From an optimization exercise on the open Yosys and OpenROAD flow, aimed at small area; shortcuts taken in it are not production practice. The RTL was checked by simulation tests, not by an equivalence proof against the original design. No driver is modelled on the clock port, so clocking that relies on it looks cheaper here than on a real chip. Power figures rest on the tool's default switching activity, not on a simulated workload.

==> design/flow/design.v <==
module maze_game (
    input clk, input rst, input tick15, input tick_hsec, input key,
    input [2:0] key_num, input [2:0] volume,
    output [15:0] LED, output [6:0] DISPLAY, output reg [3:0] DIGIT,
    output [3:0] vgaRed, output [3:0] vgaGreen, output [3:0] vgaBlue,
    output hsync, output vsync, output reg sound_effect
);
    localparam INIT = 3'd0, WAIT = 3'd1, GAME = 3'd2, WIN = 3'd3, LOSE = 3'd4;
    function [2:0] char_rom(input [3:0] r, input [3:0] c);
        case ({r, c})
            8'd6: char_rom = 3'd1;
            8'd7: char_rom = 3'd1;
            8'd8: char_rom = 3'd1;
            8'd9: char_rom = 3'd1;
            8'd10: char_rom = 3'd1;
            8'd11: char_rom = 3'd1;
            8'd21: char_rom = 3'd1;
            8'd22: char_rom = 3'd7;
            8'd23: char_rom = 3'd7;
            8'd24: char_rom = 3'd7;
            8'd25: char_rom = 3'd7;
            8'd26: char_rom = 3'd1;
            8'd36: char_rom = 3'd1;
            8'd37: char_rom = 3'd7;
            8'd38: char_rom = 3'd7;
            8'd39: char_rom = 3'd7;
            8'd40: char_rom = 3'd7;
            8'd41: char_rom = 3'd7;
            8'd42: char_rom = 3'd1;
            8'd52: char_rom = 3'd1;
            8'd53: char_rom = 3'd7;
            8'd54: char_rom = 3'd4;
            8'd55: char_rom = 3'd7;
            8'd56: char_rom = 3'd4;
            8'd57: char_rom = 3'd7;
            8'd58: char_rom = 3'd7;
            8'd59: char_rom = 3'd1;
            8'd68: char_rom = 3'd1;
            8'd69: char_rom = 3'd7;
            8'd70: char_rom = 3'd7;
            8'd71: char_rom = 3'd7;
            8'd72: char_rom = 3'd7;
            8'd73: char_rom = 3'd6;
            8'd74: char_rom = 3'd7;
            8'd75: char_rom = 3'd1;
            8'd81: char_rom = 3'd1;
            8'd82: char_rom = 3'd1;
            8'd83: char_rom = 3'd1;
            8'd84: char_rom = 3'd7;
            8'd85: char_rom = 3'd7;
            8'd86: char_rom = 3'd6;
            8'd87: char_rom = 3'd6;
            8'd88: char_rom = 3'd6;
            8'd89: char_rom = 3'd7;
            8'd90: char_rom = 3'd7;
            8'd91: char_rom = 3'd7;
            8'd92: char_rom = 3'd1;
            8'd93: char_rom = 3'd1;
            8'd94: char_rom = 3'd1;
            8'd97: char_rom = 3'd1;
            8'd98: char_rom = 3'd7;
            8'd99: char_rom = 3'd7;
            8'd100: char_rom = 3'd7;
            8'd101: char_rom = 3'd7;
            8'd102: char_rom = 3'd7;
            8'd103: char_rom = 3'd7;
            8'd104: char_rom = 3'd7;
            8'd105: char_rom = 3'd7;
            8'd106: char_rom = 3'd7;
            8'd107: char_rom = 3'd7;
            8'd108: char_rom = 3'd7;
            8'd109: char_rom = 3'd7;
            8'd110: char_rom = 3'd1;
            8'd114: char_rom = 3'd1;
            8'd115: char_rom = 3'd7;
            8'd116: char_rom = 3'd7;
            8'd117: char_rom = 3'd7;
            8'd118: char_rom = 3'd7;
            8'd119: char_rom = 3'd7;
            8'd120: char_rom = 3'd7;
            8'd121: char_rom = 3'd7;
            8'd122: char_rom = 3'd7;
            8'd123: char_rom = 3'd7;
            8'd124: char_rom = 3'd7;
            8'd125: char_rom = 3'd1;
            8'd131: char_rom = 3'd1;
            8'd132: char_rom = 3'd7;
            8'd133: char_rom = 3'd7;
            8'd134: char_rom = 3'd7;
            8'd135: char_rom = 3'd7;
            8'd136: char_rom = 3'd7;
            8'd137: char_rom = 3'd7;
            8'd138: char_rom = 3'd7;
            8'd139: char_rom = 3'd7;
            8'd140: char_rom = 3'd1;
            8'd147: char_rom = 3'd1;
            8'd148: char_rom = 3'd7;
            8'd149: char_rom = 3'd7;
            8'd150: char_rom = 3'd7;
            8'd151: char_rom = 3'd7;
            8'd152: char_rom = 3'd7;
            8'd153: char_rom = 3'd7;
            8'd154: char_rom = 3'd7;
            8'd155: char_rom = 3'd1;
            8'd163: char_rom = 3'd1;
            8'd164: char_rom = 3'd7;
            8'd165: char_rom = 3'd7;
            8'd166: char_rom = 3'd7;
            8'd167: char_rom = 3'd7;
            8'd168: char_rom = 3'd7;
            8'd169: char_rom = 3'd7;
            8'd170: char_rom = 3'd7;
            8'd171: char_rom = 3'd1;
            8'd180: char_rom = 3'd1;
            8'd181: char_rom = 3'd7;
            8'd182: char_rom = 3'd7;
            8'd183: char_rom = 3'd7;
            8'd184: char_rom = 3'd7;
            8'd185: char_rom = 3'd7;
            8'd186: char_rom = 3'd7;
            8'd187: char_rom = 3'd1;
            8'd197: char_rom = 3'd1;
            8'd198: char_rom = 3'd7;
            8'd199: char_rom = 3'd7;
            8'd200: char_rom = 3'd7;
            8'd201: char_rom = 3'd7;
            8'd202: char_rom = 3'd1;
            8'd214: char_rom = 3'd1;
            8'd215: char_rom = 3'd1;
            8'd216: char_rom = 3'd7;
            8'd217: char_rom = 3'd7;
            8'd218: char_rom = 3'd1;
            8'd232: char_rom = 3'd1;
            8'd233: char_rom = 3'd1;
            8'd234: char_rom = 3'd1;
            8'd235: char_rom = 3'd1;
            8'd248: char_rom = 3'd1;
            8'd249: char_rom = 3'd1;
            8'd250: char_rom = 3'd1;
            8'd251: char_rom = 3'd1;
            default: char_rom = 3'd0;
        endcase
    endfunction
    function star_rom(input [3:0] r, input [3:0] c);
        case ({r, c})
            8'd8: star_rom = 1'b1;
            8'd23: star_rom = 1'b1;
            8'd24: star_rom = 1'b1;
            8'd25: star_rom = 1'b1;
            8'd39: star_rom = 1'b1;
            8'd40: star_rom = 1'b1;
            8'd41: star_rom = 1'b1;
            8'd54: star_rom = 1'b1;
            8'd55: star_rom = 1'b1;
            8'd56: star_rom = 1'b1;
            8'd57: star_rom = 1'b1;
            8'd58: star_rom = 1'b1;
            8'd65: star_rom = 1'b1;
            8'd66: star_rom = 1'b1;
            8'd67: star_rom = 1'b1;
            8'd68: star_rom = 1'b1;
            8'd69: star_rom = 1'b1;
            8'd70: star_rom = 1'b1;
            8'd71: star_rom = 1'b1;
            8'd72: star_rom = 1'b1;
            8'd73: star_rom = 1'b1;
            8'd74: star_rom = 1'b1;
            8'd75: star_rom = 1'b1;
            8'd76: star_rom = 1'b1;
            8'd77: star_rom = 1'b1;
            8'd78: star_rom = 1'b1;
            8'd79: star_rom = 1'b1;
            8'd82: star_rom = 1'b1;
            8'd83: star_rom = 1'b1;
            8'd84: star_rom = 1'b1;
            8'd85: star_rom = 1'b1;
            8'd86: star_rom = 1'b1;
            8'd87: star_rom = 1'b1;
            8'd88: star_rom = 1'b1;
            8'd89: star_rom = 1'b1;
            8'd90: star_rom = 1'b1;
            8'd91: star_rom = 1'b1;
            8'd92: star_rom = 1'b1;
            8'd93: star_rom = 1'b1;
            8'd94: star_rom = 1'b1;
            8'd99: star_rom = 1'b1;
            8'd100: star_rom = 1'b1;
            8'd101: star_rom = 1'b1;
            8'd102: star_rom = 1'b1;
            8'd103: star_rom = 1'b1;
            8'd104: star_rom = 1'b1;
            8'd105: star_rom = 1'b1;
            8'd106: star_rom = 1'b1;
            8'd107: star_rom = 1'b1;
            8'd108: star_rom = 1'b1;
            8'd109: star_rom = 1'b1;
            8'd116: star_rom = 1'b1;
            8'd117: star_rom = 1'b1;
            8'd118: star_rom = 1'b1;
            8'd119: star_rom = 1'b1;
            8'd120: star_rom = 1'b1;
            8'd121: star_rom = 1'b1;
            8'd122: star_rom = 1'b1;
            8'd123: star_rom = 1'b1;
            8'd124: star_rom = 1'b1;
            8'd133: star_rom = 1'b1;
            8'd134: star_rom = 1'b1;
            8'd135: star_rom = 1'b1;
            8'd136: star_rom = 1'b1;
            8'd137: star_rom = 1'b1;
            8'd138: star_rom = 1'b1;
            8'd139: star_rom = 1'b1;
            8'd150: star_rom = 1'b1;
            8'd151: star_rom = 1'b1;
            8'd152: star_rom = 1'b1;
            8'd153: star_rom = 1'b1;
            8'd154: star_rom = 1'b1;
            8'd165: star_rom = 1'b1;
            8'd166: star_rom = 1'b1;
            8'd167: star_rom = 1'b1;
            8'd168: star_rom = 1'b1;
            8'd169: star_rom = 1'b1;
            8'd170: star_rom = 1'b1;
            8'd171: star_rom = 1'b1;
            8'd180: star_rom = 1'b1;
            8'd181: star_rom = 1'b1;
            8'd182: star_rom = 1'b1;
            8'd183: star_rom = 1'b1;
            8'd184: star_rom = 1'b1;
            8'd185: star_rom = 1'b1;
            8'd186: star_rom = 1'b1;
            8'd187: star_rom = 1'b1;
            8'd188: star_rom = 1'b1;
            8'd196: star_rom = 1'b1;
            8'd197: star_rom = 1'b1;
            8'd198: star_rom = 1'b1;
            8'd199: star_rom = 1'b1;
            8'd200: star_rom = 1'b1;
            8'd201: star_rom = 1'b1;
            8'd202: star_rom = 1'b1;
            8'd203: star_rom = 1'b1;
            8'd204: star_rom = 1'b1;
            8'd211: star_rom = 1'b1;
            8'd212: star_rom = 1'b1;
            8'd213: star_rom = 1'b1;
            8'd214: star_rom = 1'b1;
            8'd218: star_rom = 1'b1;
            8'd219: star_rom = 1'b1;
            8'd220: star_rom = 1'b1;
            8'd221: star_rom = 1'b1;
            8'd227: star_rom = 1'b1;
            8'd228: star_rom = 1'b1;
            8'd236: star_rom = 1'b1;
            8'd237: star_rom = 1'b1;
            8'd242: star_rom = 1'b1;
            8'd243: star_rom = 1'b1;
            8'd253: star_rom = 1'b1;
            8'd254: star_rom = 1'b1;
            default: star_rom = 1'b0;
        endcase
    endfunction
    function maze_rom(input [3:0] r, input [4:0] c);
        case ({r, c})
            9'd33: maze_rom = 1'b1;
            9'd34: maze_rom = 1'b1;
            9'd35: maze_rom = 1'b1;
            9'd41: maze_rom = 1'b1;
            9'd43: maze_rom = 1'b1;
            9'd46: maze_rom = 1'b1;
            9'd48: maze_rom = 1'b1;
            9'd49: maze_rom = 1'b1;
            9'd50: maze_rom = 1'b1;
            9'd57: maze_rom = 1'b1;
            9'd59: maze_rom = 1'b1;
            9'd62: maze_rom = 1'b1;
            9'd67: maze_rom = 1'b1;
            9'd71: maze_rom = 1'b1;
            9'd73: maze_rom = 1'b1;
            9'd75: maze_rom = 1'b1;
            9'd77: maze_rom = 1'b1;
            9'd78: maze_rom = 1'b1;
            9'd80: maze_rom = 1'b1;
            9'd87: maze_rom = 1'b1;
            9'd89: maze_rom = 1'b1;
            9'd91: maze_rom = 1'b1;
            9'd93: maze_rom = 1'b1;
            9'd94: maze_rom = 1'b1;
            9'd98: maze_rom = 1'b1;
            9'd99: maze_rom = 1'b1;
            9'd100: maze_rom = 1'b1;
            9'd102: maze_rom = 1'b1;
            9'd103: maze_rom = 1'b1;
            9'd104: maze_rom = 1'b1;
            9'd105: maze_rom = 1'b1;
            9'd106: maze_rom = 1'b1;
            9'd107: maze_rom = 1'b1;
            9'd109: maze_rom = 1'b1;
            9'd112: maze_rom = 1'b1;
            9'd113: maze_rom = 1'b1;
            9'd116: maze_rom = 1'b1;
            9'd118: maze_rom = 1'b1;
            9'd119: maze_rom = 1'b1;
            9'd120: maze_rom = 1'b1;
            9'd121: maze_rom = 1'b1;
            9'd122: maze_rom = 1'b1;
            9'd123: maze_rom = 1'b1;
            9'd125: maze_rom = 1'b1;
            9'd130: maze_rom = 1'b1;
            9'd132: maze_rom = 1'b1;
            9'd134: maze_rom = 1'b1;
            9'd139: maze_rom = 1'b1;
            9'd141: maze_rom = 1'b1;
            9'd142: maze_rom = 1'b1;
            9'd143: maze_rom = 1'b1;
            9'd144: maze_rom = 1'b1;
            9'd145: maze_rom = 1'b1;
            9'd146: maze_rom = 1'b1;
            9'd148: maze_rom = 1'b1;
            9'd150: maze_rom = 1'b1;
            9'd155: maze_rom = 1'b1;
            9'd157: maze_rom = 1'b1;
            9'd158: maze_rom = 1'b1;
            9'd159: maze_rom = 1'b1;
            9'd161: maze_rom = 1'b1;
            9'd162: maze_rom = 1'b1;
            9'd164: maze_rom = 1'b1;
            9'd166: maze_rom = 1'b1;
            9'd171: maze_rom = 1'b1;
            9'd174: maze_rom = 1'b1;
            9'd178: maze_rom = 1'b1;
            9'd180: maze_rom = 1'b1;
            9'd182: maze_rom = 1'b1;
            9'd187: maze_rom = 1'b1;
            9'd190: maze_rom = 1'b1;
            9'd193: maze_rom = 1'b1;
            9'd198: maze_rom = 1'b1;
            9'd201: maze_rom = 1'b1;
            9'd203: maze_rom = 1'b1;
            9'd206: maze_rom = 1'b1;
            9'd208: maze_rom = 1'b1;
            9'd209: maze_rom = 1'b1;
            9'd210: maze_rom = 1'b1;
            9'd214: maze_rom = 1'b1;
            9'd217: maze_rom = 1'b1;
            9'd219: maze_rom = 1'b1;
            9'd222: maze_rom = 1'b1;
            9'd225: maze_rom = 1'b1;
            9'd233: maze_rom = 1'b1;
            9'd234: maze_rom = 1'b1;
            9'd235: maze_rom = 1'b1;
            9'd236: maze_rom = 1'b1;
            9'd238: maze_rom = 1'b1;
            9'd242: maze_rom = 1'b1;
            9'd249: maze_rom = 1'b1;
            9'd250: maze_rom = 1'b1;
            9'd251: maze_rom = 1'b1;
            9'd252: maze_rom = 1'b1;
            9'd254: maze_rom = 1'b1;
            9'd257: maze_rom = 1'b1;
            9'd264: maze_rom = 1'b1;
            9'd265: maze_rom = 1'b1;
            9'd268: maze_rom = 1'b1;
            9'd269: maze_rom = 1'b1;
            9'd270: maze_rom = 1'b1;
            9'd274: maze_rom = 1'b1;
            9'd280: maze_rom = 1'b1;
            9'd281: maze_rom = 1'b1;
            9'd284: maze_rom = 1'b1;
            9'd285: maze_rom = 1'b1;
            9'd286: maze_rom = 1'b1;
            9'd289: maze_rom = 1'b1;
            9'd290: maze_rom = 1'b1;
            9'd291: maze_rom = 1'b1;
            9'd292: maze_rom = 1'b1;
            9'd293: maze_rom = 1'b1;
            9'd294: maze_rom = 1'b1;
            9'd297: maze_rom = 1'b1;
            9'd298: maze_rom = 1'b1;
            9'd299: maze_rom = 1'b1;
            9'd300: maze_rom = 1'b1;
            9'd304: maze_rom = 1'b1;
            9'd305: maze_rom = 1'b1;
            9'd306: maze_rom = 1'b1;
            9'd308: maze_rom = 1'b1;
            9'd309: maze_rom = 1'b1;
            9'd310: maze_rom = 1'b1;
            9'd313: maze_rom = 1'b1;
            9'd314: maze_rom = 1'b1;
            9'd315: maze_rom = 1'b1;
            9'd316: maze_rom = 1'b1;
            9'd325: maze_rom = 1'b1;
            9'd331: maze_rom = 1'b1;
            9'd336: maze_rom = 1'b1;
            9'd341: maze_rom = 1'b1;
            9'd347: maze_rom = 1'b1;
            9'd353: maze_rom = 1'b1;
            9'd354: maze_rom = 1'b1;
            9'd355: maze_rom = 1'b1;
            9'd356: maze_rom = 1'b1;
            9'd357: maze_rom = 1'b1;
            9'd361: maze_rom = 1'b1;
            9'd362: maze_rom = 1'b1;
            9'd363: maze_rom = 1'b1;
            9'd365: maze_rom = 1'b1;
            9'd368: maze_rom = 1'b1;
            9'd369: maze_rom = 1'b1;
            9'd370: maze_rom = 1'b1;
            9'd372: maze_rom = 1'b1;
            9'd373: maze_rom = 1'b1;
            9'd377: maze_rom = 1'b1;
            9'd378: maze_rom = 1'b1;
            9'd379: maze_rom = 1'b1;
            9'd381: maze_rom = 1'b1;
            9'd386: maze_rom = 1'b1;
            9'd391: maze_rom = 1'b1;
            9'd392: maze_rom = 1'b1;
            9'd393: maze_rom = 1'b1;
            9'd397: maze_rom = 1'b1;
            9'd400: maze_rom = 1'b1;
            9'd407: maze_rom = 1'b1;
            9'd408: maze_rom = 1'b1;
            9'd409: maze_rom = 1'b1;
            9'd413: maze_rom = 1'b1;
            9'd418: maze_rom = 1'b1;
            9'd419: maze_rom = 1'b1;
            9'd420: maze_rom = 1'b1;
            9'd421: maze_rom = 1'b1;
            9'd422: maze_rom = 1'b1;
            9'd423: maze_rom = 1'b1;
            9'd425: maze_rom = 1'b1;
            9'd426: maze_rom = 1'b1;
            9'd429: maze_rom = 1'b1;
            9'd430: maze_rom = 1'b1;
            9'd431: maze_rom = 1'b1;
            9'd432: maze_rom = 1'b1;
            9'd436: maze_rom = 1'b1;
            9'd437: maze_rom = 1'b1;
            9'd438: maze_rom = 1'b1;
            9'd439: maze_rom = 1'b1;
            9'd441: maze_rom = 1'b1;
            9'd442: maze_rom = 1'b1;
            9'd445: maze_rom = 1'b1;
            9'd446: maze_rom = 1'b1;
            9'd447: maze_rom = 1'b1;
            9'd481: maze_rom = 1'b1;
            9'd489: maze_rom = 1'b1;
            9'd490: maze_rom = 1'b1;
            9'd491: maze_rom = 1'b1;
            9'd492: maze_rom = 1'b1;
            9'd494: maze_rom = 1'b1;
            9'd498: maze_rom = 1'b1;
            9'd505: maze_rom = 1'b1;
            9'd506: maze_rom = 1'b1;
            9'd507: maze_rom = 1'b1;
            9'd508: maze_rom = 1'b1;
            9'd510: maze_rom = 1'b1;
            default: maze_rom = 1'b0;
        endcase
    endfunction
    function win_rom(input [3:0] r, input [4:0] c);
        case ({r, c})
            9'd33: win_rom = 1'b1;
            9'd39: win_rom = 1'b1;
            9'd55: win_rom = 1'b1;
            9'd65: win_rom = 1'b1;
            9'd68: win_rom = 1'b1;
            9'd71: win_rom = 1'b1;
            9'd84: win_rom = 1'b1;
            9'd87: win_rom = 1'b1;
            9'd97: win_rom = 1'b1;
            9'd98: win_rom = 1'b1;
            9'd99: win_rom = 1'b1;
            9'd101: win_rom = 1'b1;
            9'd102: win_rom = 1'b1;
            9'd103: win_rom = 1'b1;
            9'd117: win_rom = 1'b1;
            9'd118: win_rom = 1'b1;
            9'd119: win_rom = 1'b1;
            9'd129: win_rom = 1'b1;
            9'd130: win_rom = 1'b1;
            9'd134: win_rom = 1'b1;
            9'd135: win_rom = 1'b1;
            9'd137: win_rom = 1'b1;
            9'd138: win_rom = 1'b1;
            9'd139: win_rom = 1'b1;
            9'd150: win_rom = 1'b1;
            9'd151: win_rom = 1'b1;
            9'd153: win_rom = 1'b1;
            9'd154: win_rom = 1'b1;
            9'd155: win_rom = 1'b1;
            9'd162: win_rom = 1'b1;
            9'd166: win_rom = 1'b1;
            9'd170: win_rom = 1'b1;
            9'd182: win_rom = 1'b1;
            9'd186: win_rom = 1'b1;
            9'd194: win_rom = 1'b1;
            9'd198: win_rom = 1'b1;
            9'd202: win_rom = 1'b1;
            9'd214: win_rom = 1'b1;
            9'd218: win_rom = 1'b1;
            9'd234: win_rom = 1'b1;
            9'd250: win_rom = 1'b1;
            9'd266: win_rom = 1'b1;
            9'd269: win_rom = 1'b1;
            9'd273: win_rom = 1'b1;
            9'd282: win_rom = 1'b1;
            9'd285: win_rom = 1'b1;
            9'd297: win_rom = 1'b1;
            9'd298: win_rom = 1'b1;
            9'd299: win_rom = 1'b1;
            9'd301: win_rom = 1'b1;
            9'd302: win_rom = 1'b1;
            9'd305: win_rom = 1'b1;
            9'd313: win_rom = 1'b1;
            9'd314: win_rom = 1'b1;
            9'd315: win_rom = 1'b1;
            9'd317: win_rom = 1'b1;
            9'd318: win_rom = 1'b1;
            9'd333: win_rom = 1'b1;
            9'd334: win_rom = 1'b1;
            9'd335: win_rom = 1'b1;
            9'd337: win_rom = 1'b1;
            9'd349: win_rom = 1'b1;
            9'd350: win_rom = 1'b1;
            9'd351: win_rom = 1'b1;
            9'd365: win_rom = 1'b1;
            9'd367: win_rom = 1'b1;
            9'd369: win_rom = 1'b1;
            9'd381: win_rom = 1'b1;
            9'd383: win_rom = 1'b1;
            9'd397: win_rom = 1'b1;
            9'd400: win_rom = 1'b1;
            9'd401: win_rom = 1'b1;
            9'd413: win_rom = 1'b1;
            9'd429: win_rom = 1'b1;
            9'd433: win_rom = 1'b1;
            9'd445: win_rom = 1'b1;
            9'd490: win_rom = 1'b1;
            9'd506: win_rom = 1'b1;
            default: win_rom = 1'b0;
        endcase
    endfunction
    function lose_rom(input [3:0] r, input [4:0] c);
        case ({r, c})
            9'd69: lose_rom = 1'b1;
            9'd70: lose_rom = 1'b1;
            9'd71: lose_rom = 1'b1;
            9'd85: lose_rom = 1'b1;
            9'd86: lose_rom = 1'b1;
            9'd87: lose_rom = 1'b1;
            9'd100: lose_rom = 1'b1;
            9'd104: lose_rom = 1'b1;
            9'd111: lose_rom = 1'b1;
            9'd112: lose_rom = 1'b1;
            9'd113: lose_rom = 1'b1;
            9'd114: lose_rom = 1'b1;
            9'd116: lose_rom = 1'b1;
            9'd120: lose_rom = 1'b1;
            9'd127: lose_rom = 1'b1;
            9'd129: lose_rom = 1'b1;
            9'd132: lose_rom = 1'b1;
            9'd136: lose_rom = 1'b1;
            9'd139: lose_rom = 1'b1;
            9'd140: lose_rom = 1'b1;
            9'd141: lose_rom = 1'b1;
            9'd143: lose_rom = 1'b1;
            9'd148: lose_rom = 1'b1;
            9'd152: lose_rom = 1'b1;
            9'd155: lose_rom = 1'b1;
            9'd156: lose_rom = 1'b1;
            9'd157: lose_rom = 1'b1;
            9'd159: lose_rom = 1'b1;
            9'd161: lose_rom = 1'b1;
            9'd164: lose_rom = 1'b1;
            9'd168: lose_rom = 1'b1;
            9'd170: lose_rom = 1'b1;
            9'd175: lose_rom = 1'b1;
            9'd180: lose_rom = 1'b1;
            9'd184: lose_rom = 1'b1;
            9'd186: lose_rom = 1'b1;
            9'd191: lose_rom = 1'b1;
            9'd193: lose_rom = 1'b1;
            9'd196: lose_rom = 1'b1;
            9'd200: lose_rom = 1'b1;
            9'd202: lose_rom = 1'b1;
            9'd207: lose_rom = 1'b1;
            9'd208: lose_rom = 1'b1;
            9'd209: lose_rom = 1'b1;
            9'd210: lose_rom = 1'b1;
            9'd212: lose_rom = 1'b1;
            9'd216: lose_rom = 1'b1;
            9'd218: lose_rom = 1'b1;
            9'd223: lose_rom = 1'b1;
            9'd225: lose_rom = 1'b1;
            9'd229: lose_rom = 1'b1;
            9'd230: lose_rom = 1'b1;
            9'd231: lose_rom = 1'b1;
            9'd235: lose_rom = 1'b1;
            9'd236: lose_rom = 1'b1;
            9'd239: lose_rom = 1'b1;
            9'd245: lose_rom = 1'b1;
            9'd246: lose_rom = 1'b1;
            9'd247: lose_rom = 1'b1;
            9'd251: lose_rom = 1'b1;
            9'd252: lose_rom = 1'b1;
            9'd255: lose_rom = 1'b1;
            9'd257: lose_rom = 1'b1;
            9'd269: lose_rom = 1'b1;
            9'd271: lose_rom = 1'b1;
            9'd285: lose_rom = 1'b1;
            9'd287: lose_rom = 1'b1;
            9'd289: lose_rom = 1'b1;
            9'd290: lose_rom = 1'b1;
            9'd291: lose_rom = 1'b1;
            9'd292: lose_rom = 1'b1;
            9'd301: lose_rom = 1'b1;
            9'd303: lose_rom = 1'b1;
            9'd304: lose_rom = 1'b1;
            9'd305: lose_rom = 1'b1;
            9'd306: lose_rom = 1'b1;
            9'd308: lose_rom = 1'b1;
            9'd317: lose_rom = 1'b1;
            9'd319: lose_rom = 1'b1;
            9'd330: lose_rom = 1'b1;
            9'd331: lose_rom = 1'b1;
            9'd332: lose_rom = 1'b1;
            9'd346: lose_rom = 1'b1;
            9'd347: lose_rom = 1'b1;
            9'd348: lose_rom = 1'b1;
            9'd481: lose_rom = 1'b1;
            9'd485: lose_rom = 1'b1;
            9'd486: lose_rom = 1'b1;
            9'd487: lose_rom = 1'b1;
            9'd491: lose_rom = 1'b1;
            9'd492: lose_rom = 1'b1;
            9'd495: lose_rom = 1'b1;
            9'd501: lose_rom = 1'b1;
            9'd502: lose_rom = 1'b1;
            9'd503: lose_rom = 1'b1;
            9'd507: lose_rom = 1'b1;
            9'd508: lose_rom = 1'b1;
            9'd511: lose_rom = 1'b1;
            default: lose_rom = 1'b0;
        endcase
    endfunction
    reg [9:0] pixel_cnt, line_cnt;
    wire pix_end = pixel_cnt[9] & pixel_cnt[8] & (&pixel_cnt[4:0]);    
    wire line_end = line_cnt[9] & line_cnt[3] & line_cnt[2];           
    always @(posedge clk)
        if (rst || pix_end) pixel_cnt <= 10'd0;
        else pixel_cnt <= pixel_cnt + 10'd1;
    always @(posedge clk)
        if (rst) line_cnt <= 10'd0;
        else if (pix_end) line_cnt <= line_end ? 10'd0 : line_cnt + 10'd1;
    assign hsync = !((pixel_cnt >= 10'd656) && (pixel_cnt < 10'd752));
    assign vsync = (pixel_cnt == 10'd0) ? !((line_cnt == 10'd490) || (line_cnt == 10'd491))
                                        : !((line_cnt == 10'd489) || (line_cnt == 10'd490));
    wire valid = (pixel_cnt < 10'd640) && (line_cnt < 10'd480);
    wire [8:0] h = pixel_cnt[9:1];
    wire [3:0] mrow = line_cnt[8:5];
    wire [4:0] mcol = pixel_cnt[9:5];
    wire [7:0] v = line_cnt[8:1];
    reg [2:0] state;
    reg [3:0] three_sec_cnt;
    reg time_left_cnt;
    reg t2;               
    reg [2:0] t1;         
    reg [3:0] t0;         
    reg [1:0] sel;        
    reg [8:0] charactor_h;
    reg [7:0] charactor_v;
    reg charactor_dir;
    reg [2:0] target_key;
    reg [8:0] cnt;        
    reg star_countA, star_countB, star_countC;
    wire all_star = star_countA & star_countB & star_countC;
    wire st_init = !(state[2] | state[1] | state[0]);
    wire st_wait = state[0] & !state[1];
    wire st_game = state[1] & !state[0];
    wire st_win  = state[1] & state[0];
    wire st_lose = state[2];
    wire enter = key && (key_num == 3'd4);
    wire time_zero = !t2 && (t1 == 3'd0) && (t0 == 4'd0);
    wire at_exit = (charactor_h[8:4] == 5'd13) && (charactor_h[3:0] != 4'd0) &&
                   (charactor_v[7:4] == 4'd11) && (charactor_v[3:0] != 4'd0);
    always @(posedge clk or posedge rst)
        if (rst) three_sec_cnt <= 4'd0;
        else if (tick_hsec) three_sec_cnt <= st_wait ? three_sec_cnt + 4'd1 : 4'd0;
    always @(posedge clk or posedge rst)
        if (rst) state <= INIT;
        else if ((st_init | st_win | st_lose) & enter) state <= WAIT;
        else if (st_wait & (three_sec_cnt[3] | (three_sec_cnt[2] & three_sec_cnt[1]))) state <= GAME;
        else if (st_game & at_exit & all_star) state <= WIN;
        else if (st_game & time_zero) state <= LOSE;
    always @(posedge clk or posedge rst)
        if (rst) time_left_cnt <= 1'b0;
        else if (tick_hsec) time_left_cnt <= !time_left_cnt;
    always @(posedge clk or posedge rst)
        if (rst) begin
            t2 <= 1'b1; t1 <= 3'd4; t0 <= 4'd7;
        end else if (tick_hsec && !time_left_cnt && !st_win && !st_lose) begin
            if (!st_game) begin
                t2 <= 1'b1; t1 <= 3'd4; t0 <= 4'd7;
            end else begin
                if (t1 == 3'd0 && t0 == 4'd0) t2 <= 1'b0;
                if (t0 == 4'd0) t1 <= (t1 != 3'd0) ? t1 - 3'd1 : 3'd5;
                t0 <= (t0 != 4'd0) ? t0 - 4'd1 : 4'd9;
            end
        end
    wire [1:0] sel_n = st_game ? 2'd0 : st_win ? 2'd1 : st_lose ? 2'd2 : sel;
    always @(posedge clk or posedge rst)
        if (rst) sel <= 2'd0;
        else sel <= sel_n;
    reg [3:0] digit_n;
    always @(*) begin
        digit_n = DIGIT;
        if (tick15) case (DIGIT)
            4'b1110: digit_n = 4'b1101;
            4'b1101: digit_n = 4'b1011;
            4'b1011: digit_n = 4'b0111;
            default: digit_n = 4'b1110;
        endcase
    end
    always @(posedge clk or posedge rst)
        if (rst) DIGIT <= 4'b1111;
        else DIGIT <= digit_n;
    wire show_time = state[1];
    wire [3:0] wait_digit = (4'd7 - three_sec_cnt) >> 1;
    reg [3:0] dnum;
    always @(*) begin
        dnum = 4'd10;
        case (digit_n)
            4'b1110: dnum = show_time ? t0 : st_wait ? wait_digit : 4'd10;
            4'b1101: dnum = show_time ? {1'b0, t1} : 4'd10;
            4'b1011: dnum = show_time ? {3'b000, t2} : 4'd10;
            4'b0111: dnum = show_time ? 4'd0 : 4'd10;
            default: dnum = 4'd10;
        endcase
    end
    reg [3:0] dnum_r;    
    reg [6:0] seg;
    always @(*)
        case (dnum_r)
            4'd0: seg = 7'b1000000;
            4'd1: seg = 7'b1111001;
            4'd2: seg = 7'b0100100;
            4'd3: seg = 7'b0110000;
            4'd4: seg = 7'b0011001;
            4'd5: seg = 7'b0010010;
            4'd6: seg = 7'b0000010;
            4'd7: seg = 7'b1111000;
            4'd8: seg = 7'b0000000;
            4'd9: seg = 7'b0010000;
            default: seg = 7'b0111111;
        endcase
    assign DISPLAY = seg;
    always @(posedge clk or posedge rst)
        if (rst) dnum_r <= 4'd10;
        else dnum_r <= dnum;
    reg led_a, led_b, led_c;    
    reg [2:0] led_s;            
    wire led_en = (st_wait | st_lose) ? tick_hsec : 1'b1;
    wire [4:0] vol_bar = {(volume > 3'd4), (volume > 3'd3), (volume > 3'd2), (volume > 3'd1), (volume > 3'd0)};
    always @(posedge clk) if (led_en) begin
        case (state)
            INIT: begin led_a <= 1'b1; led_b <= 1'b1; led_c <= 1'b0; led_s <= volume; end
            WAIT: begin led_a <= !(led_a & led_b); led_b <= !(led_a & led_b); led_c <= 1'b0; led_s <= volume; end
            GAME: begin led_a <= 1'b1; led_b <= 1'b0; led_c <= 1'b0; led_s <= volume; end
            WIN:  begin led_a <= 1'b1; led_b <= 1'b1; led_c <= 1'b1; led_s <= 3'd7; end
            default: begin led_a <= 1'b0; led_b <= 1'b0; led_c <= 1'b0; led_s <= 3'd0; end
        endcase
    end
    assign LED = {{3{led_a}}, {4{led_b}}, {4{led_c}}, (led_s > 3'd4), (led_s > 3'd3), (led_s > 3'd2), (led_s > 3'd1), (led_s > 3'd0)};
    wire cnt_zero = (cnt == 9'd0);
    wire cnt_max = (cnt == 9'd67);
    wire [8:0] cnt_step = {cnt[7:0], !(cnt[8] ^ cnt[4])};
    always @(posedge clk)
        if (key && (cnt_zero || (target_key == key_num))) cnt <= cnt_max ? 9'd0 : cnt_step;
        else cnt <= 9'd0;
    always @(posedge clk or posedge rst)
        if (rst) target_key <= 3'd0;
        else if (key && cnt_zero) target_key <= key_num;
    always @(posedge clk or posedge rst)
        if (rst) charactor_dir <= 1'b0;
        else if (key && cnt_zero && !key_num[2]) charactor_dir <= key_num[1];
    wire mv_up = (target_key == 3'd0), mv_left = (target_key == 3'd1);
    wire mv_down = (target_key == 3'd2), mv_right = (target_key == 3'd3);
    wire [4:0] ncell_h = charactor_h[8:4] - {4'd0, (charactor_h[3:0] == 4'd0 && !mv_right) ||
                                                   (charactor_h[3:0] == 4'd1 && mv_left)};
    wire [3:0] ncell_v = charactor_v[7:4] - {3'd0, (charactor_v[3:0] == 4'd0 && !mv_down) ||
                                                   (charactor_v[3:0] == 4'd1 && mv_up)};
    wire slot = (pixel_cnt[4:0] == 5'd16);
    reg pass_r;
    wire rom_z;
    always @(posedge clk) if (slot) pass_r <= rom_z;
    wire pass = sel[1] | (!sel[0] & pass_r);
    wire go = st_game && cnt_max && pass;
    always @(posedge clk)
        if (!(state[2] | state[1])) begin
            charactor_h <= 9'd72; charactor_v <= 8'd72;
        end else begin
            charactor_h <= charactor_h + {{8{go & mv_left}}, go & (mv_left | mv_right)};
            charactor_v <= charactor_v + {{7{go & mv_up}}, go & (mv_up | mv_down)};
        end
    wire [9:0] dx = {1'b0, h} - {1'b0, charactor_h};
    wire [9:0] dy = {2'b0, v} - {2'b0, charactor_v};
    wire [9:0] ex = dx + 10'd7;
    wire [9:0] ey = dy + 10'd7;
    wire win_x = (ex[9:4] == 6'd0) && (ex[3:0] != 4'd15);
    wire win_y = (ey[9:4] == 6'd0) && (ey[3:0] != 4'd15);
    wire [2:0] ccode = char_rom(ey[3:0], ex[3:0] ^ {4{charactor_dir}});
    wire on_char = valid && win_x && win_y && (ccode != 3'd0);
    wire [9:0] adx = dx[9] ? -dx : dx;
    wire [9:0] ady = dy[9] ? -dy : dy;
    wire [5:0] dsum = adx[9:4] + ady[9:4];
    wire [2:0] cdist = (dsum > 6'd7) ? 3'd7 : dsum[2:0];
    wire [8:0] hp = h + 9'd1;
    wire [7:0] vp = v + 8'd1;
    wire sbit = star_rom(vp[3:0], hp[3:0]);
    wire sA = (hp[8:4] == 5'd1) && (vp[7:4] == 4'd1) && !star_countA;
    wire sB = (hp[8:4] == 5'd6) && (vp[7:4] == 4'd6) && !star_countB;
    wire sC = (hp[8:4] == 5'd14) && (vp[7:4] == 4'd1) && !star_countC;
    wire on_star = sbit && (sA || sB || sC);
    wire [3:0] arow = slot ? ncell_v : mrow;
    wire [4:0] acol = slot ? ncell_h : mcol;
    assign rom_z = maze_rom(arow, acol);
    wire rom_w = win_rom(arow, acol), rom_l = lose_rom(arow, acol);
    reg last_on;
    always @(posedge clk) last_on <= sel_n[1] ? rom_l : sel_n[0] ? rom_w : rom_z;
    wire mterm = (mrow == 4'd11) && (mcol == 5'd13);
    wire cell_on = slot ? last_on : sel[1] ? rom_l : sel[0] ? rom_w : rom_z;
    wire cell_term = !(sel[1] | sel[0]) && mterm;
    wire border = (pixel_cnt[4:1] == 4'd0) || (pixel_cnt[4:1] == 4'd15) ||
                  (line_cnt[4:1] == 4'd0) || (line_cnt[4:1] == 4'd15);
    reg [11:0] mpix;
    always @(*)
        if (!cell_on) mpix = 12'h000;
        else if (cell_term) mpix = all_star ? 12'hA0A : 12'h622;
        else mpix = border ? 12'h800 : 12'hA00;
    wire game = st_game;
    reg [11:0] pixel;
    always @(*)
        if (!valid) pixel = 12'h000;
        else if (game) begin
            if (on_char) pixel = {{4{ccode[2]}}, ccode[1] ? 4'hF : (ccode[0] & !ccode[2]) ? 4'h9 : 4'h0, {4{ccode[0]}}};
            else if (on_star) pixel = 12'h00F;
            else pixel = mpix;
        end
        else if (st_win | st_lose) pixel = mpix;
        else pixel = 12'h000;
    function [3:0] fade(input [3:0] c, input [2:0] d);
        fade = (c > {d, 1'b0}) ? c - {d, 1'b0} : 4'd0;
    endfunction
    assign vgaRed   = game ? fade(pixel[11:8], cdist) : pixel[11:8];
    assign vgaGreen = game ? fade(pixel[7:4], cdist) : pixel[7:4];
    assign vgaBlue  = game ? fade(pixel[3:0], cdist) : pixel[3:0];
    wire in_A = (charactor_h[8:4] == 5'd1) && (charactor_h[3:0] != 4'd0) &&
                (charactor_v[7:4] == 4'd1) && (charactor_v[3:0] != 4'd0);
    wire in_B = (charactor_h[8:4] == 5'd6) && (charactor_h[3:0] != 4'd0) &&
                (charactor_v[7:4] == 4'd6) && (charactor_v[3:0] != 4'd0);
    wire in_C = (charactor_h[8:4] == 5'd14) && (charactor_h[3:0] != 4'd0) &&
                (charactor_v[7:4] == 4'd1) && (charactor_v[3:0] != 4'd0);
    wire pick = game && on_char;
    wire clr = !(state[2] | state[1]);
    wire setA = pick & in_A, setB = pick & !in_A & in_B, setC = pick & !in_A & !in_B & in_C;
    always @(posedge clk) begin
        star_countA <= setA | (star_countA & !clr);
        star_countB <= setB | (star_countB & !clr);
        star_countC <= setC | (star_countC & !clr);
    end
    reg picked;
    always @(posedge clk) begin
        picked <= pick && ((in_A && !star_countA) || (!in_A && in_B && !star_countB) ||
                           (!in_A && !in_B && in_C && !star_countC));
        sound_effect <= picked;
    end
endmodule
==> design/flow/flow/run.sh <==
#!/bin/bash
# Own flow: the standard synthesis, then its combinational logic is re-optimised for area
# (registers are left exactly as the standard synthesis made them; four rounds of ABC's deepsyn
# and area mapping run for eight seeds and the smallest result is kept), then the standard layout with
# minimum-size port buffers, no CTS dummy loads and clock buffers downsized where the
# clock-pin slew allows. Each tool's output goes to its own
# log_*.txt here.
set -euo pipefail
W=$(cd "$(dirname "$0")/.." && pwd)
cd "$W"
LIB=$FLOW_HOME/platforms/sky130hd/lib/sky130_fd_sc_hd__tt_025C_1v80.lib
YOSYS=$(command -v yosys || echo "$FLOW_HOME/../tools/install/yosys/bin/yosys")
R=orfs/results/sky130hd/maze_game/base

bash standard.sh synth > log_1_synth.txt 2>&1
cp $R/1_2_yosys.v synth_standard.v

python3 flow/mkmodels.py "$LIB" comb_models.v > log_2_models.txt 2>&1
DU=$(grep -o "sky130_fd_sc_hd__\(lpflow\|probe\)[a-z0-9_]*" "$FLOW_HOME/platforms/sky130hd/config.mk" | sort -u | sed "s/^/-dont_use /" | tr "\n" " ")
resynth() {
  S=$1
  : > resynth_$S.abc
  for K in 0 1 2 3; do
    printf 'strash\n&get -n\n&deepsyn -S %d -T 75\n&put\ndch -f\namap -F 10 -A 30\n' "$((S + 10 * K))" >> resynth_$S.abc
  done
  echo topo >> resynth_$S.abc
  "$YOSYS" -l log_3_resynth_$S.txt -p "read_liberty -lib $LIB; read_verilog -overwrite comb_models.v; \
    read_verilog synth_standard.v; hierarchy -top maze_game; flatten; opt -purge; techmap; opt -fast -purge; \
    abc -liberty $LIB $DU -script $W/resynth_$S.abc; opt_clean -purge; setundef -zero; \
    hilomap -singleton -hicell sky130_fd_sc_hd__conb_1 HI -locell sky130_fd_sc_hd__conb_1 LO; \
    rename -hide w:*.*; opt_clean -purge; insbuf -buf sky130_fd_sc_hd__buf_1 A X; splitnets; opt_clean -purge; \
    write_verilog -noattr resynth_$S.v; tee -o resynth_stat_$S.txt stat -liberty $LIB" > /dev/null
}
# eight seeds, four at a time
for BATCH in "1 2 3 4" "5 6 7 8"; do
  PIDS=""
  for S in $BATCH; do resynth $S & PIDS="$PIDS $!"; done
  for P in $PIDS; do wait $P; done
done
BEST=""; BA=""
for S in 1 2 3 4 5 6 7 8; do
  A=$(awk '/Chip area/ {print $NF}' resynth_stat_$S.txt)
  echo "seed $S: $A" >> log_3_resynth_choice.txt
  if [ -z "$BA" ] || awk -v a="$A" -v b="$BA" 'BEGIN {exit !(a < b)}'; then BEST=$S; BA=$A; fi
done
echo "kept seed $BEST: $BA" >> log_3_resynth_choice.txt
cp resynth_$BEST.v $R/1_2_yosys.v
rm -f $R/1_synth.odb $R/1_synth.sdc

KNOBS=("BUFFER_PORTS_ARGS=-buffer_cell sky130_fd_sc_hd__buf_1"
       "CTS_ARGS=-sink_clustering_enable -repair_clock_nets -dont_use_dummy_load")
bash standard.sh "${KNOBS[@]}" cts > log_4_to_cts.txt 2>&1
RESULTS="$W/$R" LIB="$LIB" openroad -no_init -exit flow/downsize_clk.tcl > log_5_clock_downsize.txt 2>&1
bash standard.sh "${KNOBS[@]}" finish > log_6_layout.txt 2>&1
==> design/flow/flow/downsize_clk.tcl <==
set results $::env(RESULTS)
read_liberty $::env(LIB)
read_db $results/4_cts.odb
read_sdc $results/4_cts.sdc
source $::env(FLOW_HOME)/platforms/sky130hd/setRC.tcl
set_propagated_clock [all_clocks]
estimate_parasitics -placement
proc worst_clk_slew {} {
  set worst 0
  foreach pin [get_pins -hierarchical */CLK] {
    set s [get_property $pin slew_max]
    if {$s > $worst} { set worst $s }
  }
  return $worst
}
set limit 0.110
puts "worst clock-pin slew before: [worst_clk_slew]"
set bufs {}
foreach inst [get_cells *] {
  set m [get_property $inst ref_name]
  if {$m eq "sky130_fd_sc_hd__clkbuf_8" || $m eq "sky130_fd_sc_hd__clkbuf_16"} {
    lappend bufs [list [get_property $inst full_name] $m]
  }
}
foreach b $bufs {
  lassign $b name m
  replace_cell [get_cells $name] sky130_fd_sc_hd__clkbuf_4
  estimate_parasitics -placement
  set w [worst_clk_slew]
  if {$w > $limit} {
    replace_cell [get_cells $name] $m
    estimate_parasitics -placement
    puts "kept $name as $m (clkbuf_4 would give $w)"
  } else {
    puts "$name: $m -> sky130_fd_sc_hd__clkbuf_4 (worst clock-pin slew $w)"
  }
}
puts "worst clock-pin slew after: [worst_clk_slew]"
report_clock_skew
write_db $results/4_cts.odb
==> design/flow/flow/mkmodels.py <==
# Writes Verilog models of the platform's combinational cells from the liberty file's functions.
import re, sys
lib = open(sys.argv[1]).read()
out = []
for m in re.finditer(r'\n\s*cell\s*\(\s*"?(sky130_fd_sc_hd__\w+)"?\s*\)\s*\{', lib):
    name = m.group(1)
    # cell body: up to next top-level cell
    start = m.end()
    nxt = re.compile(r'\n\s*cell\s*\(').search(lib, start)
    body = lib[start: nxt.start() if nxt else len(lib)]
    if re.search(r'\b(ff|latch|statetable)\s*\(', body):
        continue
    pins = []
    for pm in re.finditer(r'\n\s*pin\s*\(\s*"?(\w+)"?\s*\)\s*\{', body):
        ps = pm.end()
        # pin body until matching brace (approx: next "pin (" or end)
        depth = 1; i = ps
        while depth and i < len(body):
            if body[i] == '{': depth += 1
            elif body[i] == '}': depth -= 1
            i += 1
        pb = body[ps:i]
        d = re.search(r'direction\s*:\s*"?(\w+)"?', pb)
        f = re.search(r'\bfunction\s*:\s*"([^"]*)"', pb)
        pins.append((pm.group(1), d.group(1) if d else None, f.group(1) if f else None))
    outs = [p for p in pins if p[1] == 'output']
    if not outs or any(p[2] is None for p in outs):
        continue
    ins = [p for p in pins if p[1] == 'input']
    ports = [p[0] for p in ins] + [p[0] for p in outs]
    s = ['module %s(%s);' % (name, ', '.join(ports))]
    for p in ins: s.append('  input %s;' % p[0])
    for p in outs:
        e = p[2].replace('!', '~').replace('+', '|').replace('*', '&')
        e = re.sub(r"(\w+)'", r"~\1", e)
        s.append('  output %s;' % p[0])
        s.append('  assign %s = %s;' % (p[0], e))
    s.append('endmodule')
    out.append('\n'.join(s))
open(sys.argv[2], 'w').write('\n'.join(out) + '\n')
print(len(out), 'models')
==> design/flow/standard.sh <==
#!/bin/bash
# synth_recipe.tcl (not shown) runs the flow's synth.tcl, then flattens the netlist and writes it again
# the make line also repeats each setting of config.mk as NAME=value (left out here)
make -C /OpenROAD-flow-scripts/flow DESIGN_CONFIG=/design/flow/config.mk WORK_HOME=/design/flow/orfs CLKGATE_MAP_FILE= SYNTH_SCRIPT=/design/flow/synth_recipe.tcl "${@:-finish}"
==> design/flow/config.mk <==
export PLATFORM = sky130hd
export DESIGN_NAME = maze_game
export DESIGN_NICKNAME = maze_game
export VERILOG_FILES = /design/flow/design.v
export SDC_FILE = /design/flow/constraint.sdc
export NUM_CORES = 4
export LEC_CHECK = 0
export ABC_AREA = 1
export CAP_MARGIN = 20
export CORE_MARGIN = 2
export CORE_UTILIZATION = 60
export GPL_TIMING_DRIVEN = 0
export SLEW_MARGIN = 20
export SYNTH_MEMORY_MAX_BITS = 65536
==> design/flow/constraint.sdc <==
create_clock -name core_clock -period 40.0 [get_ports {clk}]
set_input_delay 8.0000 -clock core_clock [delete_from_list [all_inputs] [get_ports {clk}]]
set_output_delay 8.0000 -clock core_clock [all_outputs]
set_load 0.01 [all_outputs]
==> results of run 1 <==
## state kept, by name (all words and copies together), names as in the netlist, 2 cells and up
name           flops
DIGIT              4
charactor_h        9
charactor_v        8
cnt                9
dnum_r             4
led_s              3
line_cnt          10
pixel_cnt         10
sel                2
state              3
t0                 4
t1                 3
target_key         3
three_sec_cnt      4
## where the power goes
part / internal [mW] / total (mW) / switching [mW]
sequential: 0.108 / 0.123 / 0.0147
clock: 0.0157 / 0.0446 / 0.0289
combinational: 0.0270 / 0.0874 / 0.0605
## layer usage
metal,global-route usage,routed length [um]
met5,0,0
met4,0.1229,515
met3,0.07112,2003
met2,0.5506,8526
met1,0.4450,7485
## stage by stage
step / area [um^2] / utilization / worst slack [ns]
3_5_place_dp: 6467 / 0.6586 / 24.59
5_1_grt: 6566 / 0.6687 / 22.94
3_3_place_gp: 6459 / 0.6577 / 24.44
4_1_cts: 6591 / 0.6713 / 24.14
6_report: 6566 / 0.6687 / 23.66
2_1_floorplan: 6097 / - / 26.48
## area by class of cell
class,count,area [um^2],share of cell area
inverters,149,560.5,0.08537
well taps,133,166.4,0.02534
multi-input cells,661,3496,0.5324
clock buffers,9,98.84,0.01505
flip-flops and latches,89,2016,0.3070
plain buffers,9,33.78,0.005145
repair buffers,52,195.2,0.02973
## worst max-delay path, delay by kind of cell, from the launching register on
family	cells	cell delay, ns
AOI/OAI and AO/OA	16	3.86
and+or+nand+nor	14	2.63
buffers and inverters	3	0.92
DFF	1	0.40
## final timing paths
check | startpoint | end | slack (ns) | cells past startpoint
worst max-delay path | charactor_h[1] | vgaBlue[1] | 23.66 | 33
worst min-delay path | picked | sound_effect | 0.33 | 0
worst max register to register | line_cnt[2] | picked | 32.01 | 30
worst min register to register | picked | sound_effect | 0.33 | 0
max in group asynchronous | rst | DIGIT[0] | 32.04 | 2
min in group asynchronous | rst | sel[0] | 7.57 | 2
==> flow_summary.ini, run 1 <==
[die]
fp.coreArea_um2 = 9819
fp.dieArea_um2 = 10980
die_h_um = 104.8
rows = 36
initial_utilization = 0.6209
floorplan.die.width_um = 104.8
num_io_pins = 53

[worst_setup_path]
critical_path.startpoint_type = flop
worst-endpoint-arrival_ns = 8.34
critPathMaxFanout = 12
worstSetupPathType = reg2out
timing.critical_path.mode_cell = sky130_fd_sc_hd__nor2_1
cp_slowest_stage_delay_ns = 0.63
crit_required_ns = 32.00
timing.critical_path.to_type = output port
cp_slowest_cell = sky130_fd_sc_hd__nor3_1

[grt]
first_global_vias = 6320
globalRouteTotalUtil = 0.3386
grt.overflow.total = 0
grt_start_max_net_pins = 34
antenna_found_initial = 0
wire_length_of_the_first_global_routing_pass_um = 30130

[flow_run]
maxCapViolations = 0

[cts]
cts_tree = done
htree_levels = 3
cts.reportedPaths.clkPinSlew_ns = 0.11
clock_sink_count = 89
cts_repair_resize_count = 0
worstSkewPairLatency_ns = 0.51
ctsRootBufferMaster = sky130_fd_sc_hd__clkbuf_8
post_cts_hold_buffer_count = 0
clock_path_buffers = 2
tritoncts.num_buffers = 9
post_cts.repair.setup_buffers = 0

[place]
routabilityCongestion = 0.9768
port_buffers = 52
placedCellCount = 1093
post-dp-hpwl_um = 14440

[timing]
setup_repair_after_global_routing_missed_its_margin = no
hold_violations_final = 0
clock-skew-final_ns = 0.03209
maxSlewViolCount = 0
finalSetupViolations = 0
timing.slew.headroom = 0.2650
timing.fmax_mhz = 61.20
final.setup.tns_ns = 0
min_period_over_period = 0.4085
tightestPinTransition_ns = 1.098
finalHoldWorstSlack_ns = 0.3325
period_minus_slack_ns = 16.34

[synth]
synth_fp_nets = 919
post_synth.cell_area_avg_um2 = 6.715
netlist_instances = 908
synthesis.area_um2 = 6097
synth-warning-count = 1

[drt]
antenna_violating_nets_post_route = 0
remaining_drc_errors = 0
firstDrtPassIters = 7
initialDrtViolationCount = 945
avgViaCountPerCell = 6.438
wl_per_cell_um = 16.82
postRouteWirelength_um = 18530
overall_via_count_from_detail_route = 7095

[cells_and_area]
most-common-layout-cells = 188 x sky130_fd_sc_hd__nor2_1, 148 x sky130_fd_sc_hd__clkinv_1, 82 x sky130_fd_sc_hd__o21ai_0, 64 x sky130_fd_sc_hd__a21oi_1, 61 x sky130_fd_sc_hd__buf_1
nFillCells = 862
area_delta_synth_final_pct = 7.695
most_common_library_cell_in_the_layout_ignoring_fill_and_taps = sky130_fd_sc_hd__nor2_1
nNetsFinal = 982
total_inserted_antenna_cells = 0
layout-drive-gt1-share = 0.02270
stdcell_count = 1102

[hold_path]
worstHoldPathType = reg2reg

[pwr]
powerDensity_nw_per_um2 = 38.83
power_mw = 0.2550
vdd_drop_max_mv = 0.02800
power.leakage_nw = 2.136

[outcome]
outcome = no timing/DRC/antenna violations
==> run 2: changes to the inputs <==
--- a/design/flow/flow/run.sh
+++ b/design/flow/flow/run.sh
@@ -3,8 +3,9 @@
 # (registers are left exactly as the standard synthesis made them; four rounds of ABC's deepsyn
 # and area mapping run for eight seeds and the smallest result is kept), then the standard layout with
 # minimum-size port buffers, no CTS dummy loads and clock buffers downsized where the
-# clock-pin slew allows. Each tool's output goes to its own
-# log_*.txt here.
+# clock-pin slew allows. Output ports that share a driver are left as assigns (no extra
+# buffers): the layout's port buffering gives each port a buffer of its own. Each tool's output
+# goes to its own log_*.txt here.
 set -euo pipefail
 W=$(cd "$(dirname "$0")/.." && pwd)
 cd "$W"
@@ -28,8 +29,8 @@
     read_verilog synth_standard.v; hierarchy -top maze_game; flatten; opt -purge; techmap; opt -fast -purge; \
     abc -liberty $LIB $DU -script $W/resynth_$S.abc; opt_clean -purge; setundef -zero; \
     hilomap -singleton -hicell sky130_fd_sc_hd__conb_1 HI -locell sky130_fd_sc_hd__conb_1 LO; \
-    rename -hide w:*.*; opt_clean -purge; insbuf -buf sky130_fd_sc_hd__buf_1 A X; splitnets; opt_clean -purge; \
-    write_verilog -noattr resynth_$S.v; tee -o resynth_stat_$S.txt stat -liberty $LIB" > /dev/null
+    rename -hide w:*.*; opt_clean -purge; splitnets; opt_clean -purge; \
+    write_verilog -noattr -simple-lhs resynth_$S.v; tee -o resynth_stat_$S.txt stat -liberty $LIB" > /dev/null
 }
 # eight seeds, four at a time
 for BATCH in "1 2 3 4" "5 6 7 8"; do
==> run 2 against run 1 <==
Net effect: sequential share of layout area is 0.14 points higher; count of clock-buffer cells in the layout did not move; synthesized cell count fell by 0.88%; worst setup slack improved by 0.063 ns; synthesized area down 0.49%; clock power is 2% higher; wire length grew 2.2%; cell count is 0.73% lower; critical endpoint unchanged; largest cell class unchanged; largest power group unchanged; highest routed layer unchanged.
==> flow_summary.ini, run 2 <==
[outcome]
outcome = no timing/DRC/antenna violations

[pwr]
vdd_drop_max_mv = 0.02745
power_mw = 0.2538
powerDensity_nw_per_um2 = 38.83
intPower_mw = 0.1495
power.leakage_nw = 2.126
clock_power_share = 0.179
power_share_of_the_sequential_group = 0.483
comb_power_share = 0.339
switching_share_of_power = 0.4108
p_switching_mw = 0.1043

[timing]
min_period_over_period = 0.4069
hold_violations_final = 0
period_minus_slack_ns = 16.28
setup_repair_after_global_routing_missed_its_margin = no
clock-skew-final_ns = 0.03589
timing.fmax_mhz = 61.44
maxSlewViolCount = 0
timing.slew.headroom = 0.2520
finalHoldWorstSlack_ns = 0.3356
final.setup.tns_ns = 0
tightestPinTransition_ns = 1.118
finalSetupViolations = 0

[die]
rows = 36
fp.coreArea_um2 = 9774
die_h_um = 104.6
initial_utilization = 0.6207
num_io_pins = 53
fp.dieArea_um2 = 10930
floorplan.die.width_um = 104.6

[synth]
post_synth.cell_area_avg_um2 = 6.741
synthesis.area_um2 = 6067
synth-warning-count = 1
netlist_instances = 900
synth_fp_nets = 911

[cts]
clock_path_buffers = 2
tritoncts.num_buffers = 9
ctsRootBufferMaster = sky130_fd_sc_hd__clkbuf_8
worstSkewPairLatency_ns = 0.47
htree_levels = 3
cts_repair_resize_count = 0
post_cts.repair.setup_buffers = 0
cts_tree = done
cts.reportedPaths.clkPinSlew_ns = 0.11
post_cts_hold_buffer_count = 0
clock_sink_count = 89

[cells_and_area]
nNetsFinal = 974
fin_area_um2 = 6536
stdcell_count = 1094
area_delta_synth_final_pct = 7.734
nFillCells = 845
layout-drive-gt1-share = 0.02289
most_common_library_cell_in_the_layout_ignoring_fill_and_taps = sky130_fd_sc_hd__nor2_1
total_inserted_antenna_cells = 0
most-common-layout-cells = 188 x sky130_fd_sc_hd__nor2_1, 148 x sky130_fd_sc_hd__clkinv_1, 82 x sky130_fd_sc_hd__o21ai_0, 64 x sky130_fd_sc_hd__a21oi_1
biggestRegsByFlops = line_cnt x10, pixel_cnt x10

[place]
post-dp-hpwl_um = 14510
routabilityCongestion = 0.9910
port_buffers = 52
dpl_cell_area_um2 = 6437
placedCellCount = 1085

[drt]
overall_via_count_from_detail_route = 7235
antenna_violating_nets_post_route = 0
initialDrtViolationCount = 866
postRouteWirelength_um = 18940
wl_per_cell_um = 17.31
remaining_drc_errors = 0
avgViaCountPerCell = 6.613
firstDrtPassIters = 6

[worst_setup_path]
cp_slowest_cell = sky130_fd_sc_hd__nor4b_1
worstSetupPathType = reg2out
cp_slowest_stage_delay_ns = 0.66
timing.critical_path.to_type = output port
timing.critical_path.mode_cell = sky130_fd_sc_hd__nor2_1
worst-endpoint-arrival_ns = 8.28
reg2regPathDepth = 30
path_delay_family = compound AO/OA/AOI/OAI gates
critical_path.n_buffers_inverters = 4
crit_required_ns = 32.00
critPathMaxFanout = 11
critical_path.startpoint_type = flop
cp.depth = 35

[grt]
grt.overflow.total = 0
grt_start_max_net_pins = 34
first_global_vias = 6263
globalRouteTotalUtil = 0.3454
wire_length_of_the_first_global_routing_pass_um = 30670
antenna_found_initial = 0

[hold_path]
worstHoldPathType = reg2reg
whs_path_depth = 0

[flow_run]
maxCapViolations = 0
run 2: final timing paths:
kind	start	to	slack [ns]
setup reg to reg	line_cnt[2]	picked	32.02
max in group asynchronous	rst	three_sec_cnt[3]	31.97
hold reg to reg	picked	sound_effect	0.34
hold / removal	picked	sound_effect	0.34
setup / recovery	line_cnt[2]	vgaBlue[1]	23.72
min in group asynchronous	rst	sel[0]	7.60
run 2: stage by stage:
| stage | util | setup slack (ns) |
|---|---|---|
| detailed placement | 0.6586 | 24.65 |
| global route | 0.6687 | 23.07 |
| CTS | 0.6713 | 24.21 |
| finish | 0.6687 | 23.72 |
| global placement | 0.6577 | 24.35 |
| floorplan | - | 26.48 |
run 2: power groups by stage:
| stage | clock network (mW) | logic [mW] | registers (mW) |
|---|---|---|---|
| floorplan | 0 | 0.0535 | 0.124 |
| detailed placement | 0 | 0.0832 | 0.124 |
| finish | 0.0453 | 0.0860 | 0.123 |
| global route | 0.0486 | 0.0960 | 0.125 |
| global placement | 0 | 0.0795 | 0.123 |
| CTS | 0.0497 | 0.0843 | 0.122 |
run 2: layer usage:
metal / vias to the layer above / global-route usage / part of all wire
li1: 3369 / - / -
met2: 499 / 0.5724 / 0.46
met1: 3302 / 0.4680 / 0.40
met5: - / 0 / 0
met4: 0 / 0.1100 / 0.027
met3: 65 / 0.04554 / 0.11
run 2: layout make-up:
class / count / area (um^2) / area share
plain buffers: 1 / 3.754 / 0.0005743
clock buffers: 9 / 98.84 / 0.01512
inverters: 149 / 560.5 / 0.08576
multi-input cells: 661 / 3496 / 0.5348
flip-flops and latches: 89 / 2016 / 0.3084
well taps: 133 / 166.4 / 0.02546
repair buffers: 52 / 195.2 / 0.02986
==> run 3: changes to the inputs <==
--- a/design/flow/flow/run.sh
+++ b/design/flow/flow/run.sh
@@ -1,7 +1,7 @@
 #!/bin/bash
 # Own flow: the standard synthesis, then its combinational logic is re-optimised for area
 # (registers are left exactly as the standard synthesis made them; four rounds of ABC's deepsyn
-# and area mapping run for eight seeds and the smallest result is kept), then the standard layout with
+# and area mapping run for twelve seeds and the smallest result is kept), then the standard layout with
 # minimum-size port buffers, no CTS dummy loads and clock buffers downsized where the
 # clock-pin slew allows. Output ports that share a driver are left as assigns (no extra
 # buffers): the layout's port buffering gives each port a buffer of its own. Each tool's output
@@ -32,14 +32,14 @@
     rename -hide w:*.*; opt_clean -purge; splitnets; opt_clean -purge; \
     write_verilog -noattr -simple-lhs resynth_$S.v; tee -o resynth_stat_$S.txt stat -liberty $LIB" > /dev/null
 }
-# eight seeds, four at a time
-for BATCH in "1 2 3 4" "5 6 7 8"; do
+# twelve seeds, four at a time
+for BATCH in "1 2 3 4" "5 6 7 8" "9 10 11 12"; do
   PIDS=""
   for S in $BATCH; do resynth $S & PIDS="$PIDS $!"; done
   for P in $PIDS; do wait $P; done
 done
 BEST=""; BA=""
-for S in 1 2 3 4 5 6 7 8; do
+for S in 1 2 3 4 5 6 7 8 9 10 11 12; do
   A=$(awk '/Chip area/ {print $NF}' resynth_stat_$S.txt)
   echo "seed $S: $A" >> log_3_resynth_choice.txt
   if [ -z "$BA" ] || awk -v a="$A" -v b="$BA" 'BEGIN {exit !(a < b)}'; then BEST=$S; BA=$A; fi
--- a/design/flow/config.mk
+++ b/design/flow/config.mk
@@ -8,7 +8,7 @@
 export ABC_AREA = 1
 export CAP_MARGIN = 20
 export CORE_MARGIN = 2
-export CORE_UTILIZATION = 60
+export CORE_UTILIZATION = 70
 export GPL_TIMING_DRIVEN = 0
 export SLEW_MARGIN = 20
 export SYNTH_MEMORY_MAX_BITS = 65536
==> run 3 against run 2 <==
Net effect: register-to-register slack lost 0.18 ns; hold slack gained 0.0052 ns; cell count shrank 2.6%; die area shrank 14%; largest power group unchanged.
==> flow_summary.ini, run 3 <==
[die]
rows = 33
initial_utilization = 0.7310
fp.coreArea_um2 = 8299
num_io_pins = 53
die_h_um = 97.10
fp.dieArea_um2 = 9428
floorplan.die.width_um = 97.10

[cts]
post_cts_hold_buffer_count = 0
ctsRootBufferMaster = sky130_fd_sc_hd__clkbuf_8
cts_tree = done
htree_levels = 3
clock_path_buffers = 2
cts_repair_resize_count = 0
clock_sink_count = 89
post_cts.repair.setup_buffers = 0
cts.reportedPaths.clkPinSlew_ns = 0.10
worstSkewPairLatency_ns = 0.46
tritoncts.num_buffers = 9

[cells_and_area]
total_inserted_antenna_cells = 0
most_common_library_cell_in_the_layout_ignoring_fill_and_taps = sky130_fd_sc_hd__nor2_1
biggestRegsByFlops = line_cnt x10, pixel_cnt x10
nNetsFinal = 974
seqCellArea_um2 = 2016
area_delta_synth_final_pct = 7.053
multiInputGateArea_um2 = 3496
nFillCells = 581
layout-drive-gt1-share = 0.02289
most-common-layout-cells = 188 x sky130_fd_sc_hd__nor2_1, 148 x sky130_fd_sc_hd__clkinv_1, 82 x sky130_fd_sc_hd__o21ai_0, 64 x sky130_fd_sc_hd__a21oi_1

[worst_setup_path]
cp-endpoint = vgaBlue[1]
crit_required_ns = 32.00
timing.critical_path.mode_cell = sky130_fd_sc_hd__nor2_1
reg2regPathDepth = 30
worst-r2r-setup-slack_ns = 31.84
critPathMaxFanout = 11
cp_slowest_cell = sky130_fd_sc_hd__nor4b_1
worst-endpoint-arrival_ns = 8.36
crit_path_start = line_cnt[2]
worstSetupPathType = reg2out
crit-reg2reg-launch = line_cnt[2]
critical_path.startpoint_type = flop
cp_slowest_stage_delay_ns = 0.67
critical_path.reg2reg.endpoint = picked
timing.critical_path.to_type = output port

[pwr]
vdd_drop_max_mv = 0.02080
power_mw = 0.2546
power.leakage_nw = 2.124
powerDensity_nw_per_um2 = 39.20

[grt]
grt_start_max_net_pins = 34
antenna_found_initial = 0
wire_length_of_the_first_global_routing_pass_um = 30970
first_global_vias = 6539
globalRouteTotalUtil = 0.3946
grt.overflow.total = 0

[timing]
finalHoldWorstSlack_ns = 0.3408
timing.fmax_mhz = 61.14
setup_repair_after_global_routing_missed_its_margin = no
period_minus_slack_ns = 16.36
tightestPinTransition_ns = 1.131
timing.slew.headroom = 0.2434
finalSetupViolations = 0
final.setup.tns_ns = 0
min_period_over_period = 0.4089
hold_violations_final = 0
maxSlewViolCount = 0
clock-skew-final_ns = 0.03791

[drt]
firstDrtPassIters = 7
remaining_drc_errors = 0
wl_per_cell_um = 17.85
overall_via_count_from_detail_route = 7354
initialDrtViolationCount = 953
avgViaCountPerCell = 6.899
postRouteWirelength_um = 19030
antenna_violating_nets_post_route = 0

[flow_run]
maxCapViolations = 0

[synth]
netlist_instances = 900
post_synth.cell_area_avg_um2 = 6.741
synth_fp_nets = 911
synth-warning-count = 1
synthesis.area_um2 = 6067

[place]
port_buffers = 52
routabilityCongestion = 1.104
post-dp-hpwl_um = 14330

[hold_path]
worstHoldPathType = reg2reg

[outcome]
outcome = no timing/DRC/antenna violations
## run 3: routing by layer
layer  vias to the layer above  global-route usage  share of wire  routed length (um)
met4                         0              0.1463          0.041                 778
met2                       614              0.6384           0.45                8496
met1                      3250              0.5118           0.37                7132
met5                         -                   0              0                   0
li1                       3368                   -              -                   -
met3                       122              0.1007           0.14                2622
## run 3: worst min path at each step
stage,start,endpoint,cells past startpoint
after floorplan,picked,sound_effect,0
after global placement,picked,sound_effect,0
after detailed placement,picked,sound_effect,0
after CTS,picked,sound_effect,0
after global routing,picked,sound_effect,0
final,picked,sound_effect,0
## run 3: through the flow
stage	setup WS (ns)	util	cells	area (um^2)
3_5_place_dp	24.69	0.7714	1057	6402
5_1_grt	23.01	0.7826	1066	6495
2_1_floorplan	26.48	-	900	6067
4_1_cts	24.27	0.7864	1066	6526
6_report	23.64	0.7826	1066	6495
3_3_place_gp	24.88	0.7704	1057	6394
## run 3: power by group
part	total (mW)	internal [mW]	switching [mW]
sequential	0.124	0.108	0.0153
combinational	0.0880	0.0255	0.0625
clock	0.0430	0.0147	0.0283
total	0.255	0.149	0.106
## run 3: area by class of cell
class,instances,share of cell area
timing repair buffer,52,0.03005
tap,105,0.02023
clock buffer,9,0.01426
multi-input combinational,661,0.5382
buffer,1,0.0005779
inverter,149,0.08630
sequential,89,0.3103
## run 3: worst max-delay path: cells and delay by family (launching register included)
| kind | cells | cell delay [ns] |
|---|---|---|
| AOI/OAI and AO/OA | 16 | 3.32 |
| buffers and inverters | 4 | 0.93 |
| DFF | 1 | 0.44 |
| and+or+nand+nor | 15 | 3.23 |

-- afterwards: timing with drivers on the ports --
The results above use ideal ports. As a check the final layouts listed here were re-extracted and re-timed, cells and wires unchanged. Step 1 assumes that a clkbuf_16 drives the clock port and a buf_2 every other input. Step 2 times the ports against the registers' clock, not the clock port: input delays grow and output delays shrink by t, the midpoint of the rising clock arrivals with the driver on. Slacks: no drivers / after step 1 / after step 2; pairs: no drivers / after step 1.
run	t (ns)	setup WS [ns]	worst hold slack (ns)	worst setup path at the end	latest minus earliest clock arrival (ns)
run 1	0.520	23.660 / 23.630 / 24.150	0.332 / 0.332 / 0.332	register to output	0.036 / 0.036
run 2	0.485	23.724 / 23.693 / 24.178	0.336 / 0.336 / 0.336	register to output	0.037 / 0.036
run 3	0.472	23.644 / 23.612 / 24.085	0.341 / 0.341 / 0.341	register to output	0.038 / 0.038
After both steps every run listed still meets setup and hold.
